Source: an optimization exercise on an open RTL-to-GDS flow (aim: small area). Production flows keep margins and buffers that such runs may drop. Function was checked by simulation only, so behaviour that the tests miss may differ from the original.

## v6
// FIR_low_pass_filter
module FIR_low_pass_filter(
	input clk,
	input rst,
	input [7:0]FIR_IN,
	output reg [16:0]FIR_OUT
);
reg [7:0] d0;
reg [7:0] d1;
reg [7:0] d2;
reg [7:0] d3;
reg [7:0] d4;
reg [7:0] d5;
reg [7:0] d6;
reg [7:0] d7;
reg [7:0] d8;
reg [8:0] r;
wire [8:0] r_next;
always @(posedge clk or negedge rst)
	if (!rst) begin
		d0 <= 8'b0;
		d1 <= 8'b0;
		d2 <= 8'b0;
		d3 <= 8'b0;
		d4 <= 8'b0;
		d5 <= 8'b0;
		d6 <= 8'b0;
		d7 <= 8'b0;
		d8 <= 8'b0;
		r <= 9'b0;
	end else begin
		d0 <= FIR_IN;
		d1 <= d0;
		d2 <= d1;
		d3 <= d2;
		d4 <= d3;
		d5 <= d4;
		d6 <= d5;
		d7 <= d6;
		d8 <= d7;
		r <= r_next;
	end
wire w1;
wire w2;
wire w4;
wire w5;
wire w7;
wire w8;
wire w10;
wire w11;
wire w13;
wire w14;
wire w16;
wire w17;
wire w19;
wire w20;
wire w22;
wire w23;
wire w25;
wire w26;
wire w28;
wire w29;
wire w31;
wire w32;
wire w34;
wire w35;
wire w37;
wire w38;
wire w40;
wire w41;
wire w43;
wire w45;
wire w47;
wire w49;
wire w51;
wire w53;
wire w55;
wire w56;
wire w58;
wire w60;
wire w62;
wire w64;
wire w65;
wire w67;
wire w68;
wire w70;
wire w71;
wire w73;
wire w74;
wire w76;
wire w78;
wire w80;
wire w82;
wire w84;
wire w86;
wire w88;
wire w89;
wire w91;
wire w93;
wire w95;
wire w97;
wire w99;
wire w101;
wire w103;
wire w104;
wire w106;
wire w108;
wire w110;
wire w112;
wire w113;
wire w115;
wire w116;
wire w118;
wire w120;
wire w122;
wire w124;
wire w126;
wire w128;
wire w130;
wire w131;
wire w133;
wire w135;
wire w137;
wire w139;
wire w141;
wire w143;
wire w145;
wire w146;
wire w148;
wire w150;
wire w152;
wire w154;
wire w156;
wire w158;
wire w160;
wire w161;
wire w163;
wire w165;
wire w167;
wire w169;
wire w170;
wire w172;
  ...
==> flow/config.mk <==
export PLATFORM = sky130hd
export DESIGN_NAME = FIR_low_pass_filter
export DESIGN_NICKNAME = FIR_low_pass_filter
export VERILOG_FILES = /design/flow/design.v
export SDC_FILE = /design/flow/constraint.sdc
export NUM_CORES = 4
export LEC_CHECK = 0
export CAP_MARGIN = 20
export CORE_MARGIN = 2
export CORE_UTILIZATION = 40
export CTS_BUF_LIST = sky130_fd_sc_hd__clkbuf_8
export SETUP_SLACK_MARGIN = -0.25
export SLEW_MARGIN = 20
export SYNTH_HIERARCHICAL = 1
export SYNTH_MINIMUM_KEEP_SIZE = 0
==> flow/constraint.sdc <==
create_clock -name core_clock -period 7.0 [get_ports {clk}]
set_input_delay 1.4000 -clock core_clock [delete_from_list [all_inputs] [get_ports {clk}]]
set_output_delay 1.4000 -clock core_clock [all_outputs]
set_load 0.01 [all_outputs]
standard.sh (not shown) runs the stock make flow with config.mk's settings and CLKGATE_MAP_FILE= SYNTH_SCRIPT=/design/flow/synth_recipe.tcl, a recipe that flattens the netlist after the stock synthesis.
==> flow/flow/run.sh <==
#!/bin/bash
# Own layout flow: the standard flow (standard.sh) with synthesis unchanged and
# two layout settings changed: the ports are buffered with sky130_fd_sc_hd__buf_1
# instead of the default buffer, and CTS inserts no dummy loads (clock buffers
# clkbuf_8 as in config.mk). Each step's full output goes to its own log file here.
set -euo pipefail
bash standard.sh synth > synth.log 2>&1
bash standard.sh \
  BUFFER_PORTS_ARGS="-buffer_cell sky130_fd_sc_hd__buf_1" \
  CTS_ARGS="-sink_clustering_enable -repair_clock_nets -dont_use_dummy_load -buf_list sky130_fd_sc_hd__clkbuf_8" \
  finish > layout.log 2>&1
Edits applied to the flow inputs when going from v6 to v7:
Settings: a deleted SETUP_SLACK_MARGIN that had been -0.25.
## What came out
- v7 — final critical-path share of the clock period 0.43 points lower, v6 as reference
- Number of different library cells in the post-synthesis netlist essentially unchanged between v6 and v7.
- As of v7, met2 routed wirelength had risen slightly compared to v6.
- [compare] base=v6 new=v7: number of global-route vias before repair now sits at about the same level, via-per-instance ratio decreased about 1.2%, post-detailed-placement cell area about even.
- v7: flow completed, timing, DRC and antenna clean
- In summary, v6 completed successfully, with a layout that passed the timing, design-rule and antenna checks.
- Worst relative slew slack: v7 < v6


== v35 ==
FIR_low_pass_filter, a different RTL version from the one above (not shown whole).
Size in the first run: roughly 380 cells after synthesis, ~97 flip-flops, ~27 I/O pins, about 5400 µm² of cells after synthesis.
export LEC_CHECK = 0
export CAP_MARGIN = 20
export CORE_MARGIN = 2
export CORE_UTILIZATION = 40
export CTS_BUF_LIST = sky130_fd_sc_hd__clkbuf_8
export SLEW_MARGIN = 20
export SYNTH_HIERARCHICAL = 1
export SYNTH_MINIMUM_KEEP_SIZE = 0
create_clock -name core_clock -period 7.0 [get_ports {clk}]
==> flow/flow/run.sh <==
#!/bin/bash
# Own layout flow: the standard flow (standard.sh), synthesis unchanged, with
# these layout settings changed:
#  - ports are buffered with sky130_fd_sc_hd__buf_1 instead of the default buffer,
#  - CTS inserts no dummy loads (clock buffers clkbuf_8 as in config.mk),
#  - after global-route timing repair, non-critical cells are downsized
#    (ORFS RECOVER_POWER).
# Each step's full output goes to its own log file in this folder.
set -euo pipefail
bash standard.sh synth > synth.log 2>&1
bash standard.sh \
  BUFFER_PORTS_ARGS="-buffer_cell sky130_fd_sc_hd__buf_1" \
  CTS_ARGS="-sink_clustering_enable -repair_clock_nets -buf_list sky130_fd_sc_hd__clkbuf_8 -dont_use_dummy_load" \
  RECOVER_POWER=100 \
  finish > layout.log 2>&1
v35 finished every stage; the final checks, however, were not passed, the failures being capacitance limit, slew limit.
Modified inputs, v20 compared to v35
- putting PLACE_DENSITY at 0.65 where nothing was set
- swapping 40 for 55 in CORE_UTILIZATION
==> flow/run.sh (new file) <==
#!/bin/bash
# synth_recipe.tcl (not shown) runs the flow's synth.tcl, then flattens the netlist and writes it again
# the make line also repeats each setting of config.mk as NAME=value (left out here)
make -C /OpenROAD-flow-scripts/flow DESIGN_CONFIG=/design/flow/config.mk WORK_HOME=/design/flow/orfs CLKGATE_MAP_FILE= SYNTH_SCRIPT=/design/flow/synth_recipe.tcl finish
removed: flow/flow/run.sh
removed: flow/standard.sh
==> notes.md <==
v20 was carried through to the last stage, and its layout satisfied the timing, design-rule and antenna checks. The register share of the cell area in v20 sits 1.5 points below the value recorded for v35. Period utilization (higher): v35. Relative to v35, detailed-routed wire length on met3 increased by about 12% in v20. NOTE die outline area v35->v20 decreased by more than a quarter.
### v20 -> v47
- PLACE_DENSITY: 0.65 -> unset
- CORE_UTILIZATION: 55 -> 40
==> flow/flow/run.sh (new file) <==
#!/bin/bash
# Own layout flow: the standard flow (standard.sh) with synthesis unchanged and
# these layout settings changed: ports buffered with sky130_fd_sc_hd__buf_1, and
# CTS without dummy loads (-buf_list sky130_fd_sc_hd__clkbuf_8).
# Each step's full output goes to its own log file in this folder.
set -euo pipefail
bash standard.sh synth > synth.log 2>&1
bash standard.sh \
  BUFFER_PORTS_ARGS="-buffer_cell sky130_fd_sc_hd__buf_1" \
  CTS_ARGS="-sink_clustering_enable -repair_clock_nets -dont_use_dummy_load -buf_list sky130_fd_sc_hd__clkbuf_8" \
  finish > layout.log 2>&1
==> flow/standard.sh (new file) <==
#!/bin/bash
# synth_recipe.tcl (not shown) runs the flow's synth.tcl, then flattens the netlist and writes it again
# the make line also repeats each setting of config.mk as NAME=value (left out here)
make -C /OpenROAD-flow-scripts/flow DESIGN_CONFIG=/design/flow/config.mk WORK_HOME=/design/flow/orfs CLKGATE_MAP_FILE= SYNTH_SCRIPT=/design/flow/synth_recipe.tcl "${@:-finish}"
removed: flow/run.sh
## What came out
- Per the comparison of v47 with v20, worst hold slack essentially unchanged, finished layout cell area now smaller, initial DRC count now sits lower.

separate check: timing with driven ports:
The results above use ideal ports. As a check the final layouts listed here were re-extracted and re-timed, cells and wires unchanged. Step 1 (the two cells are an assumption about what drives the block):
set clk [get_ports {clk}]
set_driving_cell -lib_cell sky130_fd_sc_hd__clkbuf_16 $clk
set_driving_cell -lib_cell sky130_fd_sc_hd__buf_2 [delete_from_list [all_inputs] $clk]
Step 2 moves the port delays by t, midway between the first and last clock arrival at a register: inputs arrive t later, outputs are due t later. That takes back most of the time a late clock gives input paths. Three values: ideal, step 1, step 2; two values: the first two.
run | shift t [ns] | slack for setup (ns) | clock arrival spread, ns | worst register clock-pin slew, ns | pins driven straight from the clock port
v6 | 0.403 | 0.354 / 0.354 / 0.354 | 0.021 / 0.021 | 0.09 / 0.09 | 1
v7 | 0.402 | 0.384 / 0.384 / 0.384 | 0.020 / 0.021 | 0.09 / 0.09 | 1
v35 | 0.397 | 0.361 / 0.361 / 0.361 | 0.022 / 0.022 | 0.09 / 0.09 | 1
v20 | 0.404 | 0.479 / 0.479 / 0.479 | 0.016 / 0.017 | 0.10 / 0.10 | 1
v47 | 0.397 | 0.361 / 0.361 / 0.361 | 0.022 / 0.022 | 0.09 / 0.09 | 1
